Context: an optimization exercise on an open-source flow, tuned for small area. The choices shown serve that exercise and are no tape-out recipe.
In this exercise RTL edits were held to simulation tests only and were not proved equivalent to the original.
Power is estimated from default activity; no workload was simulated.

[design/flow/design.v]
module alu_top (
    input             clk,
    input      [15:0] a,
    input      [15:0] b,
    input      [2:0]  opcode,
    input             mode,
    output reg [15:0] result,
    output reg        za,
    output reg        zb,
    output reg        eq,
    output reg        gt,
    output reg        lt
);
    reg [15:0] a_q, b_q;
    reg [2:0]  opcode_q;
    reg        mode_q;
    wire [15:0] alu_out;
    wire        za_w, zb_w, eq_w, gt_w, lt_w;
    ALU u_alu (.a(a_q), .b(b_q), .opcode(opcode_q), .mode(mode_q),
               .outALU(alu_out), .za(za_w), .zb(zb_w), .eq(eq_w), .gt(gt_w), .lt(lt_w));
    always @(posedge clk) begin
        a_q      <= a;
        b_q      <= b;
        opcode_q <= opcode;
        mode_q   <= mode;
        result   <= alu_out;
        za       <= za_w;
        zb       <= zb_w;
        eq       <= eq_w;
        gt       <= gt_w;
        lt       <= lt_w;
    end
endmodule

module arith(a, b, opcode, mode, divz, gt, lt, xo, q);
input [15:0] a;
input [15:0] b;
input [2:0] opcode;
input mode;
input divz;              
output gt, lt;           
output [15:0] xo;        
output [15:0] q;         
genvar i, j;
wire [16:0] g, l;
assign g[0] = 1'b0;
assign l[0] = 1'b0;
generate
for (i = 0; i < 16; i = i + 1) begin : cmp
    assign g[i+1] = (a[i] & ~b[i]) | ((a[i] | ~b[i]) & g[i]);
    assign l[i+1] = (~a[i] & b[i]) | ((~a[i] | b[i]) & l[i]);
end
endgenerate
assign gt = g[16];
assign lt = l[16];
wire m0    = ~mode & ~opcode[2];
wire mult  = m0 & ~opcode[1] & opcode[0];
wire div   = m0 & opcode[1] & opcode[0];
wire as    = m0 & ~opcode[0];               
wire keepx = m0 & (~opcode[0] | opcode[1]);
wire sub   = opcode[1];
wire divok = div & ~divz;
wire sw    = gt | mult;
wire [15:0] L = sw ? a : b;
wire [15:0] S = sw ? b : a;
wire [15:0] Y = S ^ {16{sub}};
wire [15:0] hz;
assign hz[0] = divok;
generate
for (j = 1; j < 16; j = j + 1) begin : hzc
    assign hz[j] = divok & ~|S[15:16-j];
end
endgenerate
wire [15:0] X [0:16];
wire [15:0] sel;
assign X[16] = L & {16{keepx}};
generate
for (j = 15; j >= 0; j = j - 1) begin : row
    wire [16:j] c;
    wire [15:j] t;
    assign c[j] = sub;
    for (i = j; i < 16; i = i + 1) begin : bc
        wire x = X[j+1][i];
        wire y = Y[i-j];
        assign t[i] = x ^ y ^ c[i];
        assign c[i+1] = (x & y) | (x & c[i]) | (y & c[i]);
    end
    if (j == 0) begin : s0
        assign sel[j] = (mult & a[j]) | (hz[j] & c[16]) | as;
    end else begin : sj
        assign sel[j] = (mult & a[j]) | (hz[j] & c[16]);
    end
    assign X[j][15:j] = sel[j] ? t : X[j+1][15:j];
    if (j > 0) begin : keep
        assign X[j][j-1:0] = X[j+1][j-1:0];
    end
end
endgenerate
assign xo = X[0];
assign q  = sel;
endmodule
module logic_unit(a, b, opcode, outlu, za, zb);
input [15:0] a;
input [15:0] b;
input [2:0] opcode;
output [15:0] outlu;
output za, zb;
reg [3:0] t;
always @(*)
begin
	case(opcode)
	3'b000: t = 4'b1000;	 
	3'b001: t = 4'b1110;	 
	3'b010: t = 4'b0001;	 
	3'b011: t = 4'b0111;	 
	3'b100: t = 4'b0011;	 
	3'b101: t = 4'b0101;	 
	3'b110: t = 4'b0110;	 
	default: t = 4'b1001;	 
	endcase
end
genvar i;
generate
for (i = 0; i < 16; i = i + 1) begin : lu
    assign outlu[i] = a[i] ? (b[i] ? t[3] : t[2]) : (b[i] ? t[1] : t[0]);
end
endgenerate
assign za = ~|a;
assign zb = ~|b;
endmodule
module ALU( a, b, opcode, mode, outALU, za, zb, eq, gt, lt);
input [15:0] a;
input [15:0] b;
input [2:0] opcode;
input mode;
output [15:0] outALU;
output za, zb, eq, gt, lt;
wire [15:0] xo, q;
wire [15:0] outlu;
arith a1 (.a(a), .b(b), .opcode(opcode), .mode(mode), .divz(za | zb),
          .gt(gt), .lt(lt), .xo(xo), .q(q));
logic_unit l1 (.a(a), .b(b), .opcode(opcode), .outlu(outlu), .za(za), .zb(zb));
wire div = ~opcode[2] & opcode[1] & opcode[0];
assign eq = ~(gt | lt);
assign outALU = mode ? outlu : (div ? q : xo);
endmodule
[design/flow/standard.sh]
#!/bin/bash
# synth_recipe.tcl (not shown) runs the flow's synth.tcl, then flattens the netlist and writes it again
# the make line also repeats each setting of config.mk as NAME=value (left out here)
make -C /OpenROAD-flow-scripts/flow DESIGN_CONFIG=/design/flow/config.mk WORK_HOME=/design/flow/orfs CLKGATE_MAP_FILE= SYNTH_SCRIPT=/design/flow/synth_recipe.tcl "${@:-finish}"
[design/flow/config.mk]
export PLATFORM = sky130hd
export DESIGN_NAME = alu_top
export DESIGN_NICKNAME = alu_top
export VERILOG_FILES = /design/flow/design.v
export SDC_FILE = /design/flow/constraint.sdc
export NUM_CORES = 4
export LEC_CHECK = 0
export ABC_AREA = 1
export CAP_MARGIN = 20
export CORE_MARGIN = 2
export CORE_UTILIZATION = 70
export CTS_BUF_LIST = sky130_fd_sc_hd__clkbuf_4 sky130_fd_sc_hd__clkbuf_8
export SLEW_MARGIN = 20
[design/flow/constraint.sdc]
create_clock -name core_clock -period 45.0 [get_ports {clk}]
set_input_delay 9.0000 -clock core_clock [delete_from_list [all_inputs] [get_ports {clk}]]
set_output_delay 9.0000 -clock core_clock [all_outputs]
set_load 0.01 [all_outputs]
[design/flow/flow/gen_core.py]
#!/usr/bin/env python3
"""Write a cell-level (sky130hd) netlist of module arith, equivalent to the
module arith in rtl/ArithUnit.v, and put it in place of that module.

usage: gen_core.py design.v out.v      (replace module arith in design.v)
       gen_core.py - out.v             (write module arith alone)

The array rows use full adders (fa_1) except in the columns listed in FAST,
where the carry goes through a mux2i: it inverts, so the rows' carry chains
alternate between the full adder's slow falling and fast rising edge.
Signals are tracked with their polarity so that the restoring multiplexers
are mux2i cells and few inverters are needed.
"""
import re
import sys

FAST = {2, 5, 8, 11, 14}     # columns (bit positions) with a mux2i carry


class Netlist:
    def __init__(self):
        self.insts = []
        self.wires = []
        self.n = 0
        self.invcache = {}

    def wire(self):
        self.n += 1
        w = "n%d" % self.n
        self.wires.append(w)
        return w

    def cell(self, typ, out, **pins):
        """Add a cell; out is the output pin name (or a tuple); returns net(s)."""
        outs = out if isinstance(out, tuple) else (out,)
        nets = {o: self.wire() for o in outs}
        conn = dict(pins)
        conn.update(nets)
        self.n += 1
        self.insts.append((typ, "g%d" % self.n, conn))
        r = tuple(nets[o] for o in outs)
        return r if isinstance(out, tuple) else r[0]

    def inv(self, net):
        if net not in self.invcache:
            y = self.cell("inv_1", "Y", A=net)
            self.invcache[net] = y
            self.invcache[y] = net
        return self.invcache[net]

    def pol(self, lit, inv):
        """net carrying lit (net, inverted) with the polarity inv."""
        net, i = lit
        return net if i == inv else self.inv(net)

    def verilog(self, name, ports):
        out = ["module %s(%s);" % (name, ", ".join(p for p, _, _ in ports))]
        for p, d, w in ports:
            out.append("  %s %s%s;" % (d, "[%d:0] " % (w - 1) if w > 1 else "", p))
        for w in self.wires:
            out.append("  wire %s;" % w)
        for typ, nm, conn in self.insts:
            c = ", ".join(".%s(%s)" % (k, v) for k, v in conn.items())
            out.append("  sky130_fd_sc_hd__%s %s (%s);" % (typ, nm, c))
        return out


def build():
    N = Netlist()
    a = ["a[%d]" % i for i in range(16)]
    b = ["b[%d]" % i for i in range(16)]
    op = ["opcode[%d]" % i for i in range(3)]
    assigns = []

    # --- comparators: g, l chains alternating polarity -------------------
    an = [N.inv(x) for x in a]
    bn = [N.inv(x) for x in b]
    g = ("", False)
    l = ("", False)
    for i in range(16):
        if i == 0:
            g = (N.cell("nor2_1", "Y", A=an[0], B=b[0]), False)      # a0 & ~b0
            l = (N.cell("nand2_1", "Y", A=an[0], B=b[0]), True)      # ~(~a0 & b0)
        elif i % 2 == 1:
            # g true, l inverted in; p = a|~b, q = a&~b
            p = N.cell("nand2_1", "Y", A=an[i], B=b[i])
            q = N.cell("nor2_1", "Y", A=an[i], B=b[i])
            gn = N.cell("a21oi_1", "Y", A1=N.pol(g, False), A2=p, B1=q)
            lt = N.cell("o21ai_0", "Y", A1=q, A2=N.pol(l, True), B1=p)
            g, l = (gn, True), (lt, False)
        else:
            # g inverted, l true in; pn = ~a&b, qn = ~a|b
            pn = N.cell("nor2_1", "Y", A=a[i], B=bn[i])
            qn = N.cell("nand2_1", "Y", A=a[i], B=bn[i])
            gt = N.cell("o21ai_0", "Y", A1=pn, A2=N.pol(g, True), B1=qn)
            ln = N.cell("a21oi_1", "Y", A1=qn, A2=N.pol(l, False), B1=pn)
            g, l = (gt, False), (ln, True)
    assigns.append("  assign gt = %s;" % N.pol(g, False))
    assigns.append("  assign lt = %s;" % N.pol(l, False))

    # --- decode -----------------------------------------------------------
    m0 = N.cell("nor2_1", "Y", A="mode", B=op[2])
    op1n = N.inv(op[1])
    multn = N.cell("nand3_1", "Y", A=m0, B=op[0], C=op1n)
    mult = N.inv(multn)
    divzn = N.inv("divz")
    divokn = N.cell("nand4_1", "Y", A=m0, B=op[0], C=op[1], D=divzn)
    divok = N.inv(divokn)
    t = N.cell("nand2_1", "Y", A=op[0], B=op1n)                   # ~op0 | op1
    keepxn = N.cell("nand2_1", "Y", A=m0, B=t)
    sub = (op[1], False)
    sw = N.cell("nand2_1", "Y", A=N.pol(g, True), B=multn)       # gt | mult

    # --- operand order ------------------------------------------------------
    Sn = [N.cell("mux2i_1", "Y", A0=a[i], A1=b[i], S=sw) for i in range(16)]
    Y = [N.cell("xnor2_1", "Y", A=Sn[i], B=op[1]) for i in range(16)]  # S ^ sub

    def xinit(k, inv):
        """X[16][k] = keepx & L[k], with polarity inv."""
        if not inv:
            Ln = N.cell("mux2i_1", "Y", A0=b[k], A1=a[k], S=sw)
            return N.cell("nor2_1", "Y", A=Ln, B=keepxn)
        L = N.cell("mux2_1", "X", A0=b[k], A1=a[k], S=sw)
        return N.cell("nand2_1", "Y", A=L, B=N.inv(keepxn))

    # --- hz: divok & S[15:16-j] == 0 -------------------------------------
    P = {}
    P[1] = Sn[15]
    for j in range(2, 13):
        P[j] = N.cell("and2_1", "X", A=P[j - 1], B=Sn[16 - j])
    A4 = N.cell("nand4_1", "Y", A=Sn[15], B=Sn[14], C=Sn[13], D=Sn[12])
    B4 = N.cell("nand4_1", "Y", A=Sn[11], B=Sn[10], C=Sn[9], D=Sn[8])
    C4 = N.cell("nand4_1", "Y", A=Sn[7], B=Sn[6], C=Sn[5], D=Sn[4])
    P[13] = N.cell("nor4_1", "Y", A=A4, B=B4, C=C4, D=N.inv(Sn[3]))
    P[14] = N.cell("nor4_1", "Y", A=A4, B=B4, C=C4,
                   D=N.cell("nand2_1", "Y", A=Sn[3], B=Sn[2]))
    P[15] = N.cell("nor4_1", "Y", A=A4, B=B4, C=C4,
                   D=N.cell("nand3_1", "Y", A=Sn[3], B=Sn[2], C=Sn[1]))

    # --- the array ----------------------------------------------------------
    # polarity of the carry into row j (True: inverted); chosen so that the
    # restoring muxes all invert (mux2i)
    pc = {15: False}
    for j in range(15, 0, -1):
        pc[j - 1] = (not pc[j]) ^ (j in FAST)

    xrow = {}            # xrow[k] = (net, inverted): running X bit k
    sel = [None] * 16
    qs = [None] * 16
    for j in range(15, -1, -1):
        c = (N.pol(sub, pc[j]), pc[j])
        xrow[j] = (xinit(j, pc[j]), pc[j])
        T = {}
        for k in range(j, 16):
            x = xrow[k]
            d = c[1]
            assert x[1] == d, (j, k)
            if k in FAST and k != j:
                y = (Y[k - j], False)
                h = N.cell("xor2_1", "X", A=x[0], B=y[0])
                hi = x[1] ^ y[1]                  # h net = h ^ hi
                if not hi:
                    co = N.cell("mux2i_1", "Y", A0=x[0], A1=c[0], S=h)
                else:
                    co = N.cell("mux2i_1", "Y", A0=c[0], A1=x[0], S=h)
                # T net with polarity d: h_net ^ c_net ^ hi ^ d
                if hi:
                    tn = N.cell("xnor2_1", "Y", A=h, B=c[0])
                else:
                    tn = N.cell("xor2_1", "X", A=h, B=c[0])
                T[k] = (tn, d)
                c = (co, not d)
            else:
                co, s = N.cell("fa_1", ("COUT", "SUM"), A=x[0],
                               B=N.pol((Y[k - j], False), d), CIN=c[0])
                T[k] = (s, d)
                c = (co, d)
        # quotient / select bit
        if j == 0:
            if c[1]:
                man = N.cell("a21oi_1", "Y", A1=mult, A2=a[0],
                             B1=N.cell("nor2_1", "Y", A=N.inv(m0), B=op[0]))
                s_ = (N.cell("o21ai_0", "Y", A1=divokn, A2=c[0], B1=man), False)
            else:
                ma = N.cell("a21o_1", "X", A1=mult, A2=a[0],
                            B1=N.cell("nor2_1", "Y", A=N.inv(m0), B=op[0]))
                s_ = (N.cell("a21oi_1", "Y", A1=divok, A2=c[0], B1=ma), True)
        else:
            if c[1]:
                man = N.cell("nand2_1", "Y", A=mult, B=a[j])
                s_ = (N.cell("o31ai_1", "Y", A1=divokn, A2=N.inv(P[j]),
                             A3=c[0], B1=man), False)
            else:
                ma = N.cell("nor2_1", "Y", A=multn, B=an[j])
                s_ = (N.cell("a31oi_1", "Y", A1=divok, A2=P[j], A3=c[0],
                             B1=ma), True)
        sel[j] = s_
        qs[j] = N.pol(s_, False)
        # restoring muxes
        for k in range(j, 16):
            x = xrow[k]
            tk = T[k]
            if s_[1]:
                A0, A1 = tk[0], x[0]
            else:
                A0, A1 = x[0], tk[0]
            want = pc[j - 1] if j > 0 else False
            if j > 0:
                # polarity needed by row j-1 at bit k
                dn = pc[j - 1] ^ (sum(1 for m in range(j, k) if m in FAST) % 2 == 1)
                want = dn
            if want != x[1]:
                xrow[k] = (N.cell("mux2i_1", "Y", A0=A0, A1=A1, S=s_[0]), want)
            else:
                xrow[k] = (N.cell("mux2_1", "X", A0=A0, A1=A1, S=s_[0]), want)
    for k in range(16):
        assigns.append("  assign xo[%d] = %s;" % (k, N.pol(xrow[k], False)))
        assigns.append("  assign q[%d] = %s;" % (k, qs[k]))

    ports = [("a", "input", 16), ("b", "input", 16), ("opcode", "input", 3),
             ("mode", "input", 1), ("divz", "input", 1), ("gt", "output", 1),
             ("lt", "output", 1), ("xo", "output", 16), ("q", "output", 16)]
    lines = N.verilog("arith", ports) + assigns + ["endmodule"]
    return "\n".join(lines) + "\n", N


def main():
    src, dst = sys.argv[1], sys.argv[2]
    mod, N = build()
    if src == "-":
        text = mod
    else:
        text = open(src).read()
        m = re.search(r"^\s*module\s+arith\s*\(.*?^\s*endmodule\b", text, re.S | re.M)
        assert m, "module arith not found"
        text = text[:m.start()] + "\n" + mod + text[m.end():]
    open(dst, "w").write(text)
    cnt = {}
    for typ, _, _ in N.insts:
        cnt[typ] = cnt.get(typ, 0) + 1
    print("arith: %d cells" % len(N.insts), sorted(cnt.items()))


if __name__ == "__main__":
    main()
[design/flow/flow/run.sh]
#!/bin/bash
# Layout flow: the standard flow (standard.sh), with module arith of the
# design replaced by a cell-level netlist of the same function written by
# flow/gen_core.py, and the ports buffered with buf_1 cells.
set -euo pipefail
python3 flow/gen_core.py design.v design_core.v > gen_core.log 2>&1
bash standard.sh VERILOG_FILES="$PWD/design_core.v" \
    "BUFFER_PORTS_ARGS=-buffer_cell sky130_fd_sc_hd__buf_1" finish > standard.log 2>&1
==> summary.txt, run 1 <==
Global routing
  • GR Util All Layers: 107%
  • Global route overflow: 1380
  • Largest net degree at the start of global routing: 34

Yosys
  • Post-synthesis mux area share: 26.2%
  • Post-synthesis register bit count: 57
  • Largest cells by area after synthesis: fa_1, mux2i_1, dfxtp_1
  • Post-Synth Adder-Cell Area: 23.9%
  • Main combinational cell family by area after synthesis: multiplexers
  • Yosys warning count: 2
  • Largest area contributor in the netlist: fa_1
  • Sequential fraction of the synthesis area: 14.2%
  • Area share of the largest cell type after synthesis: 23.9%
  • Syn_nets: 1020
  • Post-synth cell types: 28
  • Cells after synthesis: 887
  • Compound-cell area share of the yosys netlist: 5.25%
  • Post-synthesis xor/xnor area fraction: 10.4%
  • Synth Area in Simple Gates: 15.2%
  • Synth Cell Area: 8060 µm²
  • Mean Syn Cell Area: 9.08 µm²

Status
  • Outcome: aborted with a tool error
  • Stage where the run ended: 5_1_grt
  • Run Error: [ERROR GRT-0232] Routing congestion too high. Check the congestion heatmap in the GUI.

Floorplan
  • Die X: 111 µm
  • I/O pin count: 58
  • Initial Util: 71.2%
  • # rows: 39
  • Die outline height: 111 µm

CTS
  • CTS Root Buffer Type: clkbuf_8
  • Max Buffers Root-to-Sink: 2
  • Sink Count: 57
  • Num CTS Buffers: 9
  • CTS H-tree lvls: 3

Place
  • DPL Wire Length: 20700 µm
  • Port bufs: 57
  • Placed cell area: 9320 µm²
  • GP Congestion: 0.987

STA
  • Worst endpoint from the post-global-route timing repair: result[8]$_DFF_P_/D
  • Worst ep type: register input
## cell usage after synthesis, drive strengths merged
library cell	n
nand3	51
o21ai	32
xnor2	37
a31oi	8
dfxtp	57
and2	11
nand4	24
a21oi	32
inv	76
or2	2
xor2	59
nand2	98
buf	12
nor4	5
fa	96
mux2	24
mux2i	184
o31ai	7
nor2	72
## through the flow
| step | setup WS [ns] | util (%) | setup TNS, ns | std cells |
|---|---|---|---|---|
| after floorplan | 0.00131 | - | 0 | 887 |
| after global placement | 0.722 | 82.3 | 0 | 1132 |
| after detailed placement | -1.51 | 82.3 | -22.22 | 1132 |
| after CTS | 0.0176 | 89.2 | 0 | 1183 |
## logic make-up after synthesis
kind of cell,count (synthesis)
AO/OA/AOI/OAI,79
XOR/XNOR,96
adder cells (fa/ha/maj),96
buffers and inverters,88
flip-flops,57
multiplexers,208
AND/OR/NAND/NOR,263
## power by group through the flow
stage          logic (mW)  clock network (mW)  registers [mW]
3_3_place_gp        0.183                   0          0.0604
3_5_place_dp        0.203                   0          0.0606
2_1_floorplan       0.145                   0          0.0617
4_1_cts             0.216              0.0479          0.0598
## what timing repair did
action,4_1_cts
pin swaps,23
hold buffers,0
buffers inserted,33
gates resized for setup,61
gates cloned,2
endpoints found under the setup margin,16
## routing by layer
layer  GRT overflow  track usage [%]
met5              0             59.6
met4            337              120
met3             20             81.4
met2           1003              139
met1             20             94.5
## worst max path at each step
stage	startpoint	end	slack [ns]
floorplan	a_q[1]	result[0]	0.001
global placement	a_q[0]	result[2]	0.72
detailed placement	a_q[0]	result[1]	-1.51
CTS	a_q[0]	result[6]	0.02
==> run 2, diff against run 1 <==
--- a/design/flow/flow/gen_core.py
+++ b/design/flow/flow/gen_core.py
@@ -12,8 +12,11 @@
 are mux2i cells and few inverters are needed.
 """
+import os
 import re
 import sys
 
-FAST = {2, 5, 8, 11, 14}     # columns (bit positions) with a mux2i carry
+FAST = {1, 3, 5, 7, 9, 11, 13, 15}   # columns (bit positions) with a mux2i carry
+if os.environ.get("GEN_FAST"):
+    FAST = {int(v) for v in os.environ["GEN_FAST"].split(",")}
 
 
@@ -42,7 +45,7 @@
         return r if isinstance(out, tuple) else r[0]
 
-    def inv(self, net):
+    def inv(self, net, typ="inv_1"):
         if net not in self.invcache:
-            y = self.cell("inv_1", "Y", A=net)
+            y = self.cell(typ, "Y", A=net)
             self.invcache[net] = y
             self.invcache[y] = net
@@ -74,6 +77,12 @@
 
     # --- comparators: g, l chains alternating polarity -------------------
-    an = [N.inv(x) for x in a]
-    bn = [N.inv(x) for x in b]
+    class Lazy:
+        def __init__(self, nets):
+            self.nets = nets
+
+        def __getitem__(self, i):
+            return N.inv(self.nets[i])
+    an = Lazy(a)
+    bn = Lazy(b)
     g = ("", False)
     l = ("", False)
@@ -113,5 +122,7 @@
 
     # --- operand order ------------------------------------------------------
-    Sn = [N.cell("mux2i_1", "Y", A0=a[i], A1=b[i], S=sw) for i in range(16)]
+    swn = [N.cell("inv_2", "Y", A=sw) for _ in range(4)]   # ~sw, 8 loads each
+    # ~S = ~(sw ? b : a)
+    Sn = [N.cell("mux2i_1", "Y", A0=b[i], A1=a[i], S=swn[i // 4]) for i in range(16)]
     Y = [N.cell("xnor2_1", "Y", A=Sn[i], B=op[1]) for i in range(16)]  # S ^ sub
 
@@ -119,7 +130,8 @@
         """X[16][k] = keepx & L[k], with polarity inv."""
         if not inv:
-            Ln = N.cell("mux2i_1", "Y", A0=b[k], A1=a[k], S=sw)
+            # ~L = ~(sw ? a : b)
+            Ln = N.cell("mux2i_1", "Y", A0=a[k], A1=b[k], S=swn[k // 4])
             return N.cell("nor2_1", "Y", A=Ln, B=keepxn)
-        L = N.cell("mux2_1", "X", A0=b[k], A1=a[k], S=sw)
+        L = N.cell("mux2i_1", "Y", A0=an[k], A1=bn[k], S=swn[k // 4])
         return N.cell("nand2_1", "Y", A=L, B=N.inv(keepxn))
 
@@ -139,9 +151,36 @@
 
     # --- the array ----------------------------------------------------------
-    # polarity of the carry into row j (True: inverted); chosen so that the
-    # restoring muxes all invert (mux2i)
+    def is_m(j, k):
+        return k in FAST and k != j
+
+    def carry_pols(j, p0):
+        """polarity of the carry into each cell of row j, from p0 at bit j."""
+        cp = {j: p0}
+        for k in range(j, 16):
+            cp[k + 1] = cp[k] ^ is_m(j, k)
+        return cp
+
+    def x_need(j, p0):
+        """polarity row j needs for x at each bit (None: any)."""
+        cp = carry_pols(j, p0)
+        return {k: (None if is_m(j, k) else cp[k]) for k in range(j, 16)}
+
+    # carry polarity at the low end of each row (True: inverted); chosen so
+    # that few restoring muxes keep the polarity (mux2 instead of mux2i)
     pc = {15: False}
     for j in range(15, 0, -1):
-        pc[j - 1] = (not pc[j]) ^ (j in FAST)
+        pj = carry_pols(j, pc[j])
+        xpol = {k: pj[k] if not is_m(j, k) else None for k in range(j, 16)}
+        best = None
+        for p0 in (False, True):
+            need = x_need(j - 1, p0)
+            # a mux at bit k keeps polarity when need == polarity of x there;
+            # x polarity at an M cell is chosen later, count it as free
+            cost = sum(1 for k in range(j, 16)
+                       if need[k] is not None and xpol[k] is not None
+                       and need[k] == xpol[k])
+            if best is None or cost < best[0]:
+                best = (cost, p0)
+        pc[j - 1] = best[1]
 
     xrow = {}            # xrow[k] = (net, inverted): running X bit k
@@ -155,24 +194,21 @@
             x = xrow[k]
             d = c[1]
-            assert x[1] == d, (j, k)
-            if k in FAST and k != j:
-                y = (Y[k - j], False)
-                h = N.cell("xor2_1", "X", A=x[0], B=y[0])
-                hi = x[1] ^ y[1]                  # h net = h ^ hi
+            yn = Y[k - j] if not d else N.inv(Y[k - j], "inv_2")   # y with polarity d
+            if is_m(j, k):
+                # h = x ^ y; carry = h ? c : y (y == x when h == 0)
+                h = N.cell("xor2_1", "X", A=x[0], B=yn)
+                hi = x[1] ^ d                     # h net = h ^ hi
                 if not hi:
-                    co = N.cell("mux2i_1", "Y", A0=x[0], A1=c[0], S=h)
+                    co = N.cell("mux2i_1", "Y", A0=yn, A1=c[0], S=h)
                 else:
-                    co = N.cell("mux2i_1", "Y", A0=c[0], A1=x[0], S=h)
-                # T net with polarity d: h_net ^ c_net ^ hi ^ d
-                if hi:
-                    tn = N.cell("xnor2_1", "Y", A=h, B=c[0])
-                else:
-                    tn = N.cell("xor2_1", "X", A=h, B=c[0])
-                T[k] = (tn, d)
+                    co = N.cell("mux2i_1", "Y", A0=c[0], A1=yn, S=h)
+                # h_net ^ c_net = h ^ c ^ x[1]: T with the polarity of x
+                tn = N.cell("xor2_1", "X", A=h, B=c[0])
+                T[k] = (tn, x[1])
                 c = (co, not d)
             else:
-                co, s = N.cell("fa_1", ("COUT", "SUM"), A=x[0],
-                               B=N.pol((Y[k - j], False), d), CIN=c[0])
-                T[k] = (s, d)
+                assert x[1] == d, (j, k)
+                co, s_sum = N.cell("fa_1", ("COUT", "SUM"), A=x[0], B=yn, CIN=c[0])
+                T[k] = (s_sum, d)
                 c = (co, d)
         # quotient / select bit
@@ -195,23 +231,24 @@
                 s_ = (N.cell("a31oi_1", "Y", A1=divok, A2=P[j], A3=c[0],
                              B1=ma), True)
+        if 16 - j > 4:
+            s_ = (N.cell("inv_4" if 16 - j > 8 else "inv_2", "Y", A=s_[0]),
+                  not s_[1])
         sel[j] = s_
         qs[j] = N.pol(s_, False)
         # restoring muxes
+        need = x_need(j - 1, pc[j - 1]) if j > 0 else {k: False for k in range(16)}
         for k in range(j, 16):
             x = xrow[k]
             tk = T[k]
+            assert tk[1] == x[1]
             if s_[1]:
                 A0, A1 = tk[0], x[0]
             else:
                 A0, A1 = x[0], tk[0]
-            want = pc[j - 1] if j > 0 else False
-            if j > 0:
-                # polarity needed by row j-1 at bit k
-                dn = pc[j - 1] ^ (sum(1 for m in range(j, k) if m in FAST) % 2 == 1)
-                want = dn
-            if want != x[1]:
-                xrow[k] = (N.cell("mux2i_1", "Y", A0=A0, A1=A1, S=s_[0]), want)
-            else:
-                xrow[k] = (N.cell("mux2_1", "X", A0=A0, A1=A1, S=s_[0]), want)
+            want = need[k]
+            if want is None or want != x[1]:
+                xrow[k] = (N.cell("mux2i_1", "Y", A0=A0, A1=A1, S=s_[0]), not x[1])
+            else:
+                xrow[k] = (N.cell("mux2_1", "X", A0=A0, A1=A1, S=s_[0]), x[1])
     for k in range(16):
         assigns.append("  assign xo[%d] = %s;" % (k, N.pol(xrow[k], False)))
--- a/design/flow/config.mk
+++ b/design/flow/config.mk
@@ -9,5 +9,5 @@
 export CAP_MARGIN = 20
 export CORE_MARGIN = 2
-export CORE_UTILIZATION = 70
+export CORE_UTILIZATION = 55
 export CTS_BUF_LIST = sky130_fd_sc_hd__clkbuf_4 sky130_fd_sc_hd__clkbuf_8
 export SLEW_MARGIN = 20
==> run 2 against run 1 <==
The run now finishes clean. Synthesized area up 3.4%. Synthesized cell count up 8.1%.
==> summary.txt, run 2 <==
STA
  • Final setup fails: 0
  • Slew HR: 23.2%
  • Unrepaired setup endpoints after global routing: true
  • Tcrit/Tclk final: 97.6%
  • Fin. max-slew vios: 0
  • TNS Setup: 0 ns
  • Worst-Margin Slew: 1.14 ns
  • Final Hold Fails: 0
  • Post-route minimum period: 43.90 ns
  • Worst Skew: 0.0165 ns
  • Fmax: 22.8 MHz

CTS
  • Max Buffers Root-to-Sink: 2
  • CTS tree: built
  • CTS Root Buffer Type: clkbuf_8
  • Clock slew at reported path FFs: 0.09 ns
  • CTS H-tree lvls: 3
  • Sink Count: 57
  • Num CTS Buffers: 9
  • Skew-Pair Late Insertion Delay: 0.36 ns
  • CTS Hold Bufs: 0

Yosys
  • Largest cells by area after synthesis: mux2i_1, fa_1, dfxtp_1
  • Synth Flop Type: dfxtp_1
  • Sequential fraction of the synthesis area: 13.7%
  • Syn_nets: 1068
  • Cells after synthesis: 959
  • Post-synth EDFFs: 0
  • Area share of the largest cell type after synthesis: 26.9%
  • Ys async rst share: 0%
  • Largest area contributor in the netlist: mux2i_1
  • Mean Syn Cell Area: 8.68 µm²
  • Post-synth cell types: 29
  • Yosys warning count: 2
  • Post-synthesis register bit count: 57
  • Most frequent cell after synthesis: mux2i_1
  • Synth top cells by count: mux2i_1, xor2_1, nand2_1
  • Synth Cell Area: 8330 µm²

Final layout
  • Nets: 1258
  • FF/Latch Area: 1150 µm²
  • Filler cell count: 1067
  • Area growth syn-to-layout: 33.1%
  • Most frequent cells in the layout: mux2i_1, buf_4, xor2_1
  • Commonest non-fill, non-tap cell in the layout: mux2i_1
  • Share of cells above drive strength 1: 33.6%
  • Top Registers: a_q x16, b_q x16, result x16
  • Antenna cells: 0
  • Post-route cell area: 11100 µm²
  • Utilization after layout: 75.7%
  • Multi-input combinational cell area: 7750 µm²

Floorplan
  • Die outline height: 127 µm
  • Initial Util: 56.9%
  • Die X: 127 µm
  • # rows: 44
  • I/O pin count: 58
  • Die ar.: 16100 µm²
  • Core Area: 14600 µm²

Route
  • DRT Pass-1 Iters: 6
  • Vias/cell: 5.81
  • DRT iter0 DRCs: 692
  • # DRC: 0
  • Drt wl/cell: 20.2 µm
  • Wirelength, routed: 27000 µm
  • Via count: 7779
  • Post-route ant nets: 0

Place
  • GP Congestion: 0.906
  • DPL Wire Length: 18900 µm
  • Placed cell area: 8990 µm²
  • Port bufs: 57

Power
  • Design Power: 0.400 mW
  • Sw Pwr: 0.185 mW
  • Comb pwr share: 71.9%
  • P_leak: 4.89 nW
  • Cell internal pwr: 0.215 mW
  • P per Cell Area: 36.1 nW/µm²
  • Sequential Power Share: 15.0%
  • Clock share of power: 13.1%
  • Worst VDD drop: 0.0215 mV
  • Sw Ratio: 46.2%

Critical path
  • Nature of the critical path startpoint: register
  • Crit Path Class: reg2reg
  • Worst EP required: 45.26 ns
  • CP Capture Type: register
  • Crit-path slowest cell: fa_2
  • CP max FO: 8
  • Crit path largest cell delay: 0.44 ns
  • Cell repeated most along the worst path: fa_2
  • WP data arrival: 44.15 ns

Global routing
  • Initial antenna violation count: 0
  • Global route overflow: 0
  • Global-route wire length before repair: 38800 µm
  • Vias in the first global route: 7082
  • GR Util All Layers: 30.7%
  • Largest net degree at the start of global routing: 34

Status
  • Outcome: complete, no violations

Job
  • Maxcap violations: 0

Min path
  • HP Class: reg2reg
run 2: metal layers:
| metal | part of all wire [%] | GRT usage [%] | vias up |
|---|---|---|---|
| li1 | - | - | 3599 |
| met2 | 47 | 48.8 | 347 |
| met1 | 43 | 44.3 | 3772 |
| met4 | 2.5 | 5.24 | 0 |
| met5 | 0 | 0 | - |
| met3 | 6.9 | 6.16 | 61 |
run 2: layout make-up:
class                      instances  area share, %
sequential                        57           10.4
inverter                         100           4.63
multi-input combinational        790           69.9
timing repair inverter             2          0.102
tap                              184           2.08
clock buffer                       9           1.12
clock inverter                     7          0.767
timing repair buffer             189           11.0
run 2: worst max-delay path: cells and delay by family (launching register included):
kind	cells	cell delay, ns
fa+ha+maj	52	17.64
simple gates	5	0.65
mux	81	13.94
xor+xnor	14	3.13
buf+inv	18	3.10
flops	1	0.32
compound gates	32	4.94
run 2: timing repair:
action | in CTS | in global routing
pin swaps | 1 | 105
gates resized for setup | 6 | 273
setup endpoints to repair | 14 | 16
gates cloned | 0 | 2
setup buffers | 0 | 89
run 2: logic make-up (layout without fill, tap and decap cells):
| logic type | Yosys count | in the layout | synth area share (%) |
|---|---|---|---|
| AO/OA/AOI/OAI | 79 | 79 | 5.08 |
| XOR/XNOR | 144 | 144 | 15.1 |
| adder cells (fa/ha/maj) | 72 | 72 | 17.3 |
| buffers and inverters | 112 | 307 | 6.01 |
| flip-flops | 57 | 57 | 13.7 |
| multiplexers | 232 | 232 | 28.0 |
| AND/OR/NAND/NOR | 263 | 263 | 14.8 |
run 2: path summary, 6_finish.rpt:
| kind | slack, ns | start | cells after the start | endpoint |
|---|---|---|---|---|
| max | 1.10 | a_q[1] | 202 | result[8] |
| min | 0.65 | a_q[13] | 3 | result[13] |
| max reg2reg | 1.10 | a_q[1] | 202 | result[8] |
| min reg2reg | 0.65 | a_q[13] | 3 | result[13] |
run 2: through the flow:
| stage | hold slack, ns | cells | setup WS [ns] |
|---|---|---|---|
| after CTS | 0.612 | 1247 | 0.000124 |
| final | 0.655 | 1338 | 1.10 |
| after floorplan | 0.522 | 959 | 2.31 |
| after global placement | 0.589 | 1231 | 0.287 |
| after global routing | 0.672 | 1338 | -0.871 |
| after detailed placement | 0.582 | 1231 | -0.207 |
run 2: power groups by stage:
stage	registers, mW	clock network [mW]	logic (mW)
3_5_place_dp	0.0606	0	0.210
6_report	0.0600	0.0524	0.288
4_1_cts	0.0594	0.0531	0.212
5_1_grt	0.0605	0.0555	0.312
2_1_floorplan	0.0620	0	0.161
3_3_place_gp	0.0604	0	0.206
==> run 3, diff against run 2 <==
--- a/design/flow/flow/gen_core.py
+++ b/design/flow/flow/gen_core.py
@@ -96,5 +96,5 @@
             q = N.cell("nor2_1", "Y", A=an[i], B=b[i])
             gn = N.cell("a21oi_1", "Y", A1=N.pol(g, False), A2=p, B1=q)
-            lt = N.cell("o21ai_0", "Y", A1=q, A2=N.pol(l, True), B1=p)
+            lt = N.cell("o21ai_1", "Y", A1=q, A2=N.pol(l, True), B1=p)
             g, l = (gn, True), (lt, False)
         else:
@@ -102,5 +102,5 @@
             pn = N.cell("nor2_1", "Y", A=a[i], B=bn[i])
             qn = N.cell("nand2_1", "Y", A=a[i], B=bn[i])
-            gt = N.cell("o21ai_0", "Y", A1=pn, A2=N.pol(g, True), B1=qn)
+            gt = N.cell("o21ai_1", "Y", A1=pn, A2=N.pol(g, True), B1=qn)
             ln = N.cell("a21oi_1", "Y", A1=qn, A2=N.pol(l, False), B1=pn)
             g, l = (gt, False), (ln, True)
@@ -136,17 +136,31 @@
         return N.cell("nand2_1", "Y", A=L, B=N.inv(keepxn))
 
-    # --- hz: divok & S[15:16-j] == 0 -------------------------------------
-    P = {}
-    P[1] = Sn[15]
-    for j in range(2, 13):
-        P[j] = N.cell("and2_1", "X", A=P[j - 1], B=Sn[16 - j])
+    # --- H[j] = divok & S[15:16-j] == 0 -----------------------------------
+    H = {0: divok}
+    for j in range(1, 13):
+        H[j] = N.cell("and2_1", "X", A=H[j - 1], B=Sn[16 - j])
     A4 = N.cell("nand4_1", "Y", A=Sn[15], B=Sn[14], C=Sn[13], D=Sn[12])
     B4 = N.cell("nand4_1", "Y", A=Sn[11], B=Sn[10], C=Sn[9], D=Sn[8])
     C4 = N.cell("nand4_1", "Y", A=Sn[7], B=Sn[6], C=Sn[5], D=Sn[4])
-    P[13] = N.cell("nor4_1", "Y", A=A4, B=B4, C=C4, D=N.inv(Sn[3]))
-    P[14] = N.cell("nor4_1", "Y", A=A4, B=B4, C=C4,
-                   D=N.cell("nand2_1", "Y", A=Sn[3], B=Sn[2]))
-    P[15] = N.cell("nor4_1", "Y", A=A4, B=B4, C=C4,
-                   D=N.cell("nand3_1", "Y", A=Sn[3], B=Sn[2], C=Sn[1]))
+    H[13] = N.cell("nor4_1", "Y", A=A4, B=B4, C=C4,
+                   D=N.cell("nand2_1", "Y", A=Sn[3], B=divok))
+    H[14] = N.cell("nor4_1", "Y", A=A4, B=B4, C=C4,
+                   D=N.cell("nand3_1", "Y", A=Sn[3], B=Sn[2], C=divok))
+    H[15] = N.cell("nor4_1", "Y", A=A4, B=B4, C=C4,
+                   D=N.cell("nand4_1", "Y", A=Sn[3], B=Sn[2], C=Sn[1], D=divok))
+
+    # Y with buffered copies of both polarities for the wide columns
+    Yl = {}
+    for m in range(16):
+        if 16 - m > 6:
+            yn = N.cell("inv_2", "Y", A=Y[m])
+            Yl[m] = {False: N.cell("inv_2", "Y", A=yn), True: yn}
+        else:
+            Yl[m] = {False: Y[m], True: None}
+
+    def ylit(m, p):
+        if Yl[m][p] is None:
+            Yl[m][p] = N.inv(Y[m], "inv_2")
+        return Yl[m][p]
 
     # --- the array ----------------------------------------------------------
@@ -155,8 +169,13 @@
 
     def carry_pols(j, p0):
-        """polarity of the carry into each cell of row j, from p0 at bit j."""
+        """polarity of the carry into each cell of row j, from p0 at bit j.
+        Rows below 15 select the carry out of bit j+1 with a mux2i between
+        two precomputed candidates (for both values of sel[j+1])."""
         cp = {j: p0}
         for k in range(j, 16):
-            cp[k + 1] = cp[k] ^ is_m(j, k)
+            if k == j + 1:
+                cp[k + 1] = not pc[j + 1]
+            else:
+                cp[k + 1] = cp[k] ^ is_m(j, k)
         return cp
 
@@ -169,4 +188,6 @@
     # that few restoring muxes keep the polarity (mux2 instead of mux2i)
     pc = {15: False}
+    xin = {}             # xin[j] = (net, inverted): X[16][j]
+    lsum = {}            # lsum[j] = (net, inverted): sum of row j's low bit
     for j in range(15, 0, -1):
         pj = carry_pols(j, pc[j])
@@ -186,13 +207,39 @@
     xrow = {}            # xrow[k] = (net, inverted): running X bit k
     sel = [None] * 16
+    selraw = [None] * 16
     qs = [None] * 16
     for j in range(15, -1, -1):
         c = (N.pol(sub, pc[j]), pc[j])
         xrow[j] = (xinit(j, pc[j]), pc[j])
+        xin[j] = xrow[j]
         T = {}
         for k in range(j, 16):
             x = xrow[k]
             d = c[1]
-            yn = Y[k - j] if not d else N.inv(Y[k - j], "inv_2")   # y with polarity d
+            yn = ylit(k - j, d)                   # y with polarity d
+            if k == j + 1:
+                # carry out = maj(x, y, c) for x = X[16][k] (sel[k] = 0) or
+                # x = low-bit sum of row k (sel[k] = 1), chosen by sel[k]
+                q = pc[k]
+                cq = N.pol(c, q)
+                yq = ylit(1, q)
+                w0 = N.cell("maj3_1", "X", A=xin[k][0], B=yq, C=cq)
+                w1 = N.cell("maj3_1", "X", A=lsum[k][0], B=yq, C=cq)
+                sr = selraw[k]
+                if sr[1]:
+                    A0, A1 = w1, w0
+                else:
+                    A0, A1 = w0, w1
+                co = N.cell("mux2i_1", "Y", A0=A0, A1=A1, S=sr[0])
+                if is_m(j, k):
+                    h = N.cell("xor2_1", "X", A=x[0], B=yn)
+                    tn = N.cell("xor2_1", "X", A=h, B=c[0])
+                    T[k] = (tn, x[1])
+                else:
+                    assert x[1] == d, (j, k)
+                    _, s_sum = N.cell("fa_1", ("COUT", "SUM"), A=x[0], B=yn, CIN=c[0])
+                    T[k] = (s_sum, d)
+                c = (co, not q)
+                continue
             if is_m(j, k):
                 # h = x ^ y; carry = h ? c : y (y == x when h == 0)
@@ -212,28 +259,29 @@
                 T[k] = (s_sum, d)
                 c = (co, d)
-        # quotient / select bit
+        lsum[j] = T[j]
+        # quotient / select bit: sel = ma | (H & c16), ma = mult & a[j] (| as)
         if j == 0:
+            asb = N.cell("nor2_1", "Y", A=N.inv(m0), B=op[0])
             if c[1]:
-                man = N.cell("a21oi_1", "Y", A1=mult, A2=a[0],
-                             B1=N.cell("nor2_1", "Y", A=N.inv(m0), B=op[0]))
-                s_ = (N.cell("o21ai_0", "Y", A1=divokn, A2=c[0], B1=man), False)
+                man = N.cell("a21oi_1", "Y", A1=mult, A2=a[0], B1=asb)
+                s_ = (N.cell("o21ai_1", "Y", A1=divokn, A2=c[0], B1=man), False)
             else:
-                ma = N.cell("a21o_1", "X", A1=mult, A2=a[0],
-                            B1=N.cell("nor2_1", "Y", A=N.inv(m0), B=op[0]))
+                ma = N.cell("a21o_1", "X", A1=mult, A2=a[0], B1=asb)
                 s_ = (N.cell("a21oi_1", "Y", A1=divok, A2=c[0], B1=ma), True)
         else:
             if c[1]:
                 man = N.cell("nand2_1", "Y", A=mult, B=a[j])
-                s_ = (N.cell("o31ai_1", "Y", A1=divokn, A2=N.inv(P[j]),
-                             A3=c[0], B1=man), False)
+                s_ = (N.cell("o21ai_1", "Y", A1=N.inv(H[j]), A2=c[0], B1=man), False)
             else:
                 ma = N.cell("nor2_1", "Y", A=multn, B=an[j])
-                s_ = (N.cell("a31oi_1", "Y", A1=divok, A2=P[j], A3=c[0],
-                             B1=ma), True)
-        if 16 - j > 4:
-            s_ = (N.cell("inv_4" if 16 - j > 8 else "inv_2", "Y", A=s_[0]),
+                s_ = (N.cell("a21oi_1", "Y", A1=H[j], A2=c[0], B1=ma), True)
+        selraw[j] = s_
+        if 16 - j > 3:
+            sb = (N.cell("inv_4" if 16 - j > 8 else "inv_2", "Y", A=s_[0]),
                   not s_[1])
-        sel[j] = s_
-        qs[j] = N.pol(s_, False)
+        else:
+            sb = s_
+        sel[j] = sb
+        qs[j] = N.pol(s_, False) if not s_[1] else N.pol(sb, False)
         # restoring muxes
         need = x_need(j - 1, pc[j - 1]) if j > 0 else {k: False for k in range(16)}
@@ -242,4 +290,5 @@
             tk = T[k]
             assert tk[1] == x[1]
+            s_ = selraw[j] if k == j + 1 else sel[j]
             if s_[1]:
                 A0, A1 = tk[0], x[0]
==> run 3 against run 2 <==
Routed wire length down 15%. Setup slack better by 1.9 ns. Via count down 9.1%. Final area down 15%. Fmax up 4.6%. Flip-flop and latch count unchanged. Die area up 5.2%. First-iteration DRC count down 54%. Clock power down 5.9%.
==> summary.txt, run 3 <==
Status
  • Outcome: complete, no violations

Route
  • DRT Pass-1 Iters: 4
  • DRT iter0 DRCs: 321
  • Via count: 7069
  • # DRC: 0
  • Vias/cell: 5.46
  • Drt wl/cell: 17.6 µm
  • Wirelength, routed: 22800 µm
  • Post-route ant nets: 0

Place
  • DPL Wire Length: 18300 µm
  • GP Congestion: 0.912
  • Port bufs: 57

Yosys
  • Synth top cells by count: mux2i_1, xor2_1, nand2_1
  • Ys async rst share: 0%
  • Yosys warning count: 2
  • Synth Cell Area: 8780 µm²
  • Largest area contributor in the netlist: mux2i_1
  • Cells after synthesis: 1015
  • Synth Flop Type: dfxtp_1
  • Syn_nets: 1124
  • Area share of the largest cell type after synthesis: 23.5%
  • Sequential fraction of the synthesis area: 13.0%
  • Largest cells by area after synthesis: mux2i_1, fa_1, dfxtp_1
  • Post-synth cell types: 28
  • Mean Syn Cell Area: 8.65 µm²
  • Post-synth EDFFs: 0
  • Post-synthesis register bit count: 57
  • Most frequent cell after synthesis: mux2i_1

Floorplan
  • Die X: 130 µm
  • # rows: 46
  • I/O pin count: 58
  • Die ar.: 17000 µm²
  • Initial Util: 55.9%
  • Core Area: 15700 µm²
  • Die outline height: 130 µm

Final layout
  • Nets: 1183
  • Filler cell count: 1515
  • Top Registers: a_q x16, b_q x16, result x16
  • Most frequent cells in the layout: mux2i_1, xor2_1, nand2_1
  • Antenna cells: 0
  • Commonest non-fill, non-tap cell in the layout: mux2i_1
  • Area growth syn-to-layout: 7.41%
  • Utilization after layout: 60.0%
  • Share of cells above drive strength 1: 7.69%

Power
  • Worst VDD drop: 0.0270 mV
  • P_leak: 4.44 nW
  • P per Cell Area: 33.8 nW/µm²

CTS
  • Skew-Pair Late Insertion Delay: 0.34 ns
  • CTS Root Buffer Type: clkbuf_8
  • CTS resizes: 0
  • Sink Count: 57
  • Clock slew at reported path FFs: 0.07 ns
  • Post-CTS Repair Setup Buffers: 0
  • CTS H-tree lvls: 3
  • CTS Hold Bufs: 0
  • Max Buffers Root-to-Sink: 2
  • CTS tree: built
  • Num CTS Buffers: 9

Critical path
  • WP data arrival: 42.18 ns
  • WP depth: 180
  • Critical R2R Launch: a_q[1]
  • Worst EP required: 45.22 ns
  • Setup crit end: result[10]
  • RR Endpoint: result[10]
  • Crit-path slowest cell: fa_1
  • CP max FO: 15
  • Crit Path Class: reg2reg
  • CP Capture Type: register
  • Launch point of the critical path: a_q[1]
  • CP delay by family, top: adder cells
  • Buffer and inverter count on the worst path: 11
  • Worst R2R Setup Slack: 3.04 ns
  • Cell repeated most along the worst path: mux2i_1
  • Nature of the critical path startpoint: register
  • Crit path largest cell delay: 0.45 ns
  • R2r worst-path depth: 180

STA
  • Worst-Margin Slew: 0.828 ns
  • Post-route minimum period: 41.96 ns
  • Final setup fails: 0
  • Final Hold Fails: 0
  • Tcrit/Tclk final: 93.2%
  • Slew HR: 44.4%
  • TNS Setup: 0 ns
  • Fin. max-slew vios: 0
  • Hold WS: 0.605 ns
  • Fmax: 23.8 MHz
  • Worst Skew: 0.00989 ns

Global routing
  • Global route overflow: 0
  • Largest net degree at the start of global routing: 34
  • GR Util All Layers: 27.9%
  • Vias in the first global route: 6978
  • Global-route wire length before repair: 36800 µm
  • Initial antenna violation count: 0

Min path
  • HP Class: reg2reg

Job
  • Maxcap violations: 0
## run 3: cell types whose count changed after synthesis, sizes merged, moves of 7 or more
cell   delta
maj3     +30
mux2     +25
mux2i    -18
inv      +17
a21oi     +8
a31oi     -8
o21ai     +7
o31ai     -7
## run 3: final cells by class
class	count	area (µm²)	share of cell area (%)
multi-input cells	829	7110	75.4
clock buffers	12	159	1.69
inverters	117	459	4.87
well taps	216	270	2.87
clock inverters	4	51.3	0.544
flip-flops and latches	57	1140	12.1
repair buffers	60	236	2.51
## run 3: cell families (layout without fill, tap and decap cells)
| logic type | count (synthesis) | after routing | synth area share, % |
|---|---|---|---|
| multiplexers | 239 | 239 | 27.7 |
| adder cells (fa/ha/maj) | 102 | 102 | 19.8 |
| XOR/XNOR | 144 | 144 | 14.4 |
| flip-flops | 57 | 57 | 13.0 |
| buffers and inverters | 129 | 193 | 6.43 |
| AO/OA/AOI/OAI | 79 | 79 | 4.50 |
| AND/OR/NAND/NOR | 265 | 265 | 14.1 |
## run 3: worst register-to-register path: cells and delay by family (launching register included)
kind / cells / cell delay, ns
AOI/OAI and AO/OA: 31 / 5.73
xor gates and xnor gates: 16 / 4.02
adders and majority gates: 44 / 14.49
buffers and inverters: 11 / 2.27
DFF: 1 / 0.36
muxes: 73 / 14.19
and+or+nand+nor: 5 / 0.77
## run 3: worst min path at each step
stage | from | end | slack (ns) | cells after the start
after floorplan | a_q[13] | result[13] | 0.52 | 3
after global placement | a_q[9] | result[9] | 0.60 | 3
after detailed placement | a_q[9] | result[9] | 0.59 | 3
after CTS | a_q[13] | result[13] | 0.62 | 3
after global routing | a_q[9] | result[9] | 0.66 | 3
final | a_q[9] | result[9] | 0.61 | 3
## run 3: routing by layer
layer  up-vias  GRT usage [%]  part of all wire (%)
li1       3522              -                     -
met1      3330           36.8                    46
met2       187           48.7                    48
met3        30           2.26                   3.5
met4         0           8.95                   2.6
met5         -              0                     0
## run 3: power breakdown
part / switching, mW / internal (mW) / leakage, nW / total, mW
combinational: 0.123 / 0.0869 / 3.85 / 0.210
clock: 0.0201 / 0.0292 / 0.106 / 0.0493
sequential: 0.00399 / 0.0556 / 0.480 / 0.0596
total: 0.147 / 0.172 / 4.44 / 0.319
## run 3: stage by stage
step | power, mW | instances | worst slack (ns) | cell area [µm²]
after global placement | 0.265 | 1279 | 2.98 | 9180
after global routing | 0.350 | 1295 | -0.0609 | 9430
final | 0.319 | 1295 | 3.04 | 9430
after floorplan | 0.226 | 1015 | 7.39 | 8780
after CTS | 0.320 | 1295 | 2.23 | 9390
after detailed placement | 0.269 | 1279 | 2.35 | 9180
==> run 4, diff against run 3 <==
--- a/design/flow/flow/gen_core.py
+++ b/design/flow/flow/gen_core.py
@@ -168,5 +168,5 @@
         return k in FAST and k != j
 
-    def carry_pols(j, p0):
+    def carry_pols(j, p0, ci=True):
         """polarity of the carry into each cell of row j, from p0 at bit j.
         Rows below 15 select the carry out of bit j+1 with a mux2i between
@@ -175,12 +175,12 @@
         for k in range(j, 16):
             if k == j + 1:
-                cp[k + 1] = not pc[j + 1]
+                cp[k + 1] = (not pc[j + 1]) if ci else pc[j + 1]
             else:
                 cp[k + 1] = cp[k] ^ is_m(j, k)
         return cp
 
-    def x_need(j, p0):
+    def x_need(j, p0, ci=True):
         """polarity row j needs for x at each bit (None: any)."""
-        cp = carry_pols(j, p0)
+        cp = carry_pols(j, p0, ci)
         return {k: (None if is_m(j, k) else cp[k]) for k in range(j, 16)}
 
@@ -188,20 +188,21 @@
     # that few restoring muxes keep the polarity (mux2 instead of mux2i)
     pc = {15: False}
+    csinv = {15: True}   # carry select of row j by a mux2i (else mux2)
     xin = {}             # xin[j] = (net, inverted): X[16][j]
     lsum = {}            # lsum[j] = (net, inverted): sum of row j's low bit
-    for j in range(15, 0, -1):
-        pj = carry_pols(j, pc[j])
-        xpol = {k: pj[k] if not is_m(j, k) else None for k in range(j, 16)}
+
+    def choose_pc(j):
+        """carry polarity at the low end of row j-1: the one that lets the
+        most restoring muxes of row j invert (mux2i rather than mux2)."""
         best = None
         for p0 in (False, True):
-            need = x_need(j - 1, p0)
-            # a mux at bit k keeps polarity when need == polarity of x there;
-            # x polarity at an M cell is chosen later, count it as free
-            cost = sum(1 for k in range(j, 16)
-                       if need[k] is not None and xpol[k] is not None
-                       and need[k] == xpol[k])
-            if best is None or cost < best[0]:
-                best = (cost, p0)
-        pc[j - 1] = best[1]
+            for ci in (True, False):
+                need = x_need(j - 1, p0, ci)
+                cost = sum(1 for k in range(j, 16)
+                           if need[k] is not None and need[k] == xrow[k][1])
+                cost += 0 if ci or j - 1 > 14 else 1
+                if best is None or cost < best[0]:
+                    best = (cost, p0, ci)
+        return best[1], best[2]
 
     xrow = {}            # xrow[k] = (net, inverted): running X bit k
@@ -231,5 +232,8 @@
                 else:
                     A0, A1 = w0, w1
-                co = N.cell("mux2i_1", "Y", A0=A0, A1=A1, S=sr[0])
+                if csinv[j]:
+                    co = N.cell("mux2i_1", "Y", A0=A0, A1=A1, S=sr[0])
+                else:
+                    co = N.cell("mux2_1", "X", A0=A0, A1=A1, S=sr[0])
                 if is_m(j, k):
                     h = N.cell("xor2_1", "X", A=x[0], B=yn)
@@ -240,5 +244,5 @@
                     _, s_sum = N.cell("fa_1", ("COUT", "SUM"), A=x[0], B=yn, CIN=c[0])
                     T[k] = (s_sum, d)
-                c = (co, not q)
+                c = (co, (not q) if csinv[j] else q)
                 continue
             if is_m(j, k):
@@ -285,5 +289,7 @@
         qs[j] = N.pol(s_, False) if not s_[1] else N.pol(sb, False)
         # restoring muxes
-        need = x_need(j - 1, pc[j - 1]) if j > 0 else {k: False for k in range(16)}
+        if j > 0:
+            pc[j - 1], csinv[j - 1] = choose_pc(j)
+        need = x_need(j - 1, pc[j - 1], csinv[j - 1]) if j > 0 else {k: False for k in range(16)}
         for k in range(j, 16):
             x = xrow[k]
@@ -299,4 +305,6 @@
                 xrow[k] = (N.cell("mux2i_1", "Y", A0=A0, A1=A1, S=s_[0]), not x[1])
             else:
+                if os.environ.get("GEN_DEBUG"):
+                    print("mux2", j, k, want, x[1], is_m(j - 1, k) if j > 0 else None)
                 xrow[k] = (N.cell("mux2_1", "X", A0=A0, A1=A1, S=s_[0]), x[1])
     for k in range(16):
==> run 4 against run 3 <==
Non-clock buffer count rose by 2. Global-route usage rose by 3.0 points. Clock power fell by 16%. Clock-buffer cell count fell by 3. Clock skew rose by 0.0043 ns. Critical endpoint is now result[6].
==> summary.txt, run 4 <==
Status
  • Outcome: complete, no violations

Final layout
  • FF/Latch Area: 1140 µm²
  • Nets: 1187
  • Commonest non-fill, non-tap cell in the layout: mux2i_1
  • Antenna cells: 0
  • Top Registers: a_q x16, b_q x16, result x16
  • Share of cells above drive strength 1: 8.04%
  • Multi-input combinational cell area: 7100 µm²
  • Utilization after layout: 59.7%
  • Post-route cell area: 9390 µm²
  • Filler cell count: 1478
  • Most frequent cells in the layout: mux2i_1, xor2_1, nand2_1
  • Area growth syn-to-layout: 7.02%

Yosys
  • Cells after synthesis: 1017
  • Sequential fraction of the synthesis area: 13.0%
  • Ys async rst share: 0%
  • Largest area contributor in the netlist: mux2i_1
  • Post-synthesis register bit count: 57
  • Post-synth cell types: 28
  • Mean Syn Cell Area: 8.63 µm²
  • Synth Flop Type: dfxtp_1
  • Yosys warning count: 2
  • Synth top cells by count: mux2i_1, xor2_1, nand2_1
  • Syn_nets: 1126
  • Synth Cell Area: 8770 µm²
  • Largest cells by area after synthesis: mux2i_1, fa_1, dfxtp_1
  • Most frequent cell after synthesis: mux2i_1
  • Area share of the largest cell type after synthesis: 24.8%
  • Post-synth EDFFs: 0

Floorplan
  • I/O pin count: 58
  • Die X: 130 µm
  • Core Area: 15700 µm²
  • # rows: 46
  • Initial Util: 55.8%
  • Die ar.: 17000 µm²
  • Die outline height: 130 µm

Place
  • Port bufs: 57
  • DPL Wire Length: 19800 µm
  • Place WS: 1.81 ns
  • Placed cell area: 9190 µm²
  • GP Congestion: 0.890

Route
  • Vias/cell: 5.72
  • Drt wl/cell: 19.7 µm
  • DRT iter0 DRCs: 477
  • Wire length on met1: 11500 µm
  • Met2 WL post-DR: 12200 µm
  • Max layer used: met4
  • Post-route ant nets: 0
  • DRT Pass-1 Iters: 5
  • Via count: 7419
  • Met3 wire len: 1310 µm
  • # DRC: 0
  • Wirelength, routed: 25600 µm

Power
  • P per Cell Area: 33.5 nW/µm²
  • Sw Pwr: 0.152 mW
  • Sw Ratio: 48.3%
  • P_leak: 4.45 nW
  • Comb pwr share: 67.8%
  • Worst VDD drop: 0.0231 mV
  • Cell internal pwr: 0.163 mW
  • Sequential Power Share: 19.0%
  • Clock share of power: 13.1%

Critical path
  • CP Capture Type: register
  • Cell repeated most along the worst path: mux2i_1
  • Crit Path Class: reg2reg
  • Nature of the critical path startpoint: register
  • WP depth: 177
  • Crit-path slowest cell: dfxtp_1
  • R2r worst-path depth: 177
  • Worst R2R Setup Slack: 2.84 ns
  • CP max FO: 15
  • Buffer and inverter count on the worst path: 9
  • Worst EP required: 45.23 ns
  • CP delay by family, top: adder cells
  • WP data arrival: 42.39 ns
  • Critical R2R Launch: b_q[2]
  • RR Endpoint: result[6]
  • Crit path largest cell delay: 0.47 ns

STA
  • Post-route minimum period: 42.16 ns
  • Fin. max-slew vios: 0
  • Unrepaired setup endpoints after global routing: false
  • Fmax: 23.7 MHz
  • Final setup fails: 0
  • Worst Skew: 0.0142 ns
  • Tcrit/Tclk final: 93.7%
  • Setup ws final: 2.84 ns
  • Worst-Margin Slew: 0.800 ns
  • Final Hold Fails: 0
  • Slew HR: 46.6%
  • TNS Setup: 0 ns

CTS
  • Sink Count: 57
  • CTS H-tree lvls: 3
  • CTS Root Buffer Type: clkbuf_8
  • CTS Hold Bufs: 0
  • CTS resizes: 0
  • Num CTS Buffers: 9
  • Post-CTS Repair Setup Buffers: 0
  • Skew-Pair Late Insertion Delay: 0.36 ns
  • Clock slew at reported path FFs: 0.07 ns
  • Max Buffers Root-to-Sink: 2
  • CTS tree: built

Min path
  • Hold Path Depth: 3
  • WHS Endpoint: result[13]
  • Hold Path Origin: a_q[13]
  • HP Class: reg2reg

Global routing
  • Largest net degree at the start of global routing: 34
  • Global-route wire length before repair: 38800 µm
  • Global route overflow: 0
  • Vias in the first global route: 6902
  • GR Util All Layers: 30.9%
  • Initial antenna violation count: 0

Job
  • Maxcap violations: 0
==> run 4: kinds of logic (layout without fill, tap and decap cells) <==
kind of cell,Yosys count,after routing,synth area share [%]
and+or+nand+nor,265,265,14.1
buffers and inverters,131,196,6.52
DFF,57,57,13.0
adders and majority gates,102,102,19.9
AOI/OAI and AO/OA,79,79,4.51
xor gates and xnor gates,144,144,14.4
muxes,239,239,27.6
==> run 4: worst min-delay path, cell delays in order (launching register included) <==
cell and delay [ns]:
dfxtp_1 0.35, nand3_1 0.09, nand3_1 0.06, nand2_1 0.05
==> run 4: how the worst max path moves through the flow <==
stage	startpoint	end	slack, ns
floorplan	opcode_q[1]	result[0]	7.42
global placement	b_q[0]	result[9]	2.32
detailed placement	b_q[2]	result[6]	1.81
CTS	a_q[0]	result[6]	1.60
global route	a_q[0]	result[0]	0.004
finish	b_q[2]	result[6]	2.84
==> run 4: per-stage QoR <==
step | hold WS, ns | cells | power, mW
final | 0.587 | 1298 | 0.315
after floorplan | 0.517 | 1017 | 0.227
after global placement | 0.579 | 1283 | 0.268
after detailed placement | 0.564 | 1283 | 0.272
after global routing | 0.622 | 1298 | 0.342
after CTS | 0.590 | 1298 | 0.315
==> run 4: cell type report <==
cell class	count	share of cell area, %
clock inverters	6	0.387
flip-flops and latches	57	12.2
multi-input cells	829	75.6
repair buffers	62	2.68
clock buffers	9	1.32
well taps	216	2.88
inverters	119	4.97
==> run 4: metal layers <==
metal  global-route usage [%]  vias up
li1                         -     3543
met1                     41.2     3616
met2                     51.6      221
met3                     5.04       39
met4                     9.30        0
met5                        0        -
==> run 4: power by group through the flow <==
stage	clock network [mW]	logic [mW]	registers, mW
4_1_cts	0.0429	0.212	0.0599
6_report	0.0414	0.214	0.0600
3_5_place_dp	0	0.211	0.0611
3_3_place_gp	0	0.207	0.0611
2_1_floorplan	0	0.165	0.0620
5_1_grt	0.0444	0.237	0.0606

==> separate check: timing with driven ports <==
The results above use ideal ports. As a check the final layouts listed here were re-extracted and re-timed, cells and wires unchanged. Step 1, drivers: a clkbuf_16 drives clk and a buf_2 each remaining input, both assumed. Step 2 adds t to the input delays and takes it off the output delays; t is the mean of the earliest and latest rising clock arrival at the registers after step 1. Input paths then give back, and output paths get back, about the clock's delay inside the block. a / b / c = no drivers / after step 1 / after step 2; a / b = the first two.
| run | t (ns) | slack for setup (ns) | hold slack, ns | clock arrival spread, ns | worst slew at a driven data input, ns |
|---|---|---|---|---|---|
| run 2 | 0.389 | 1.102 / 1.102 / 1.102 | 0.655 / 0.655 / 0.655 | 0.017 / 0.017 | 0.03 |
| run 3 | 0.364 | 3.039 / 3.039 / 3.039 | 0.605 / 0.605 / 0.605 | 0.010 / 0.010 | 0.03 |
| run 4 | 0.391 | 2.836 / 2.836 / 2.836 | 0.587 / 0.587 / 0.587 | 0.015 / 0.015 | 0.03 |
After both steps every run listed still meets setup and hold.
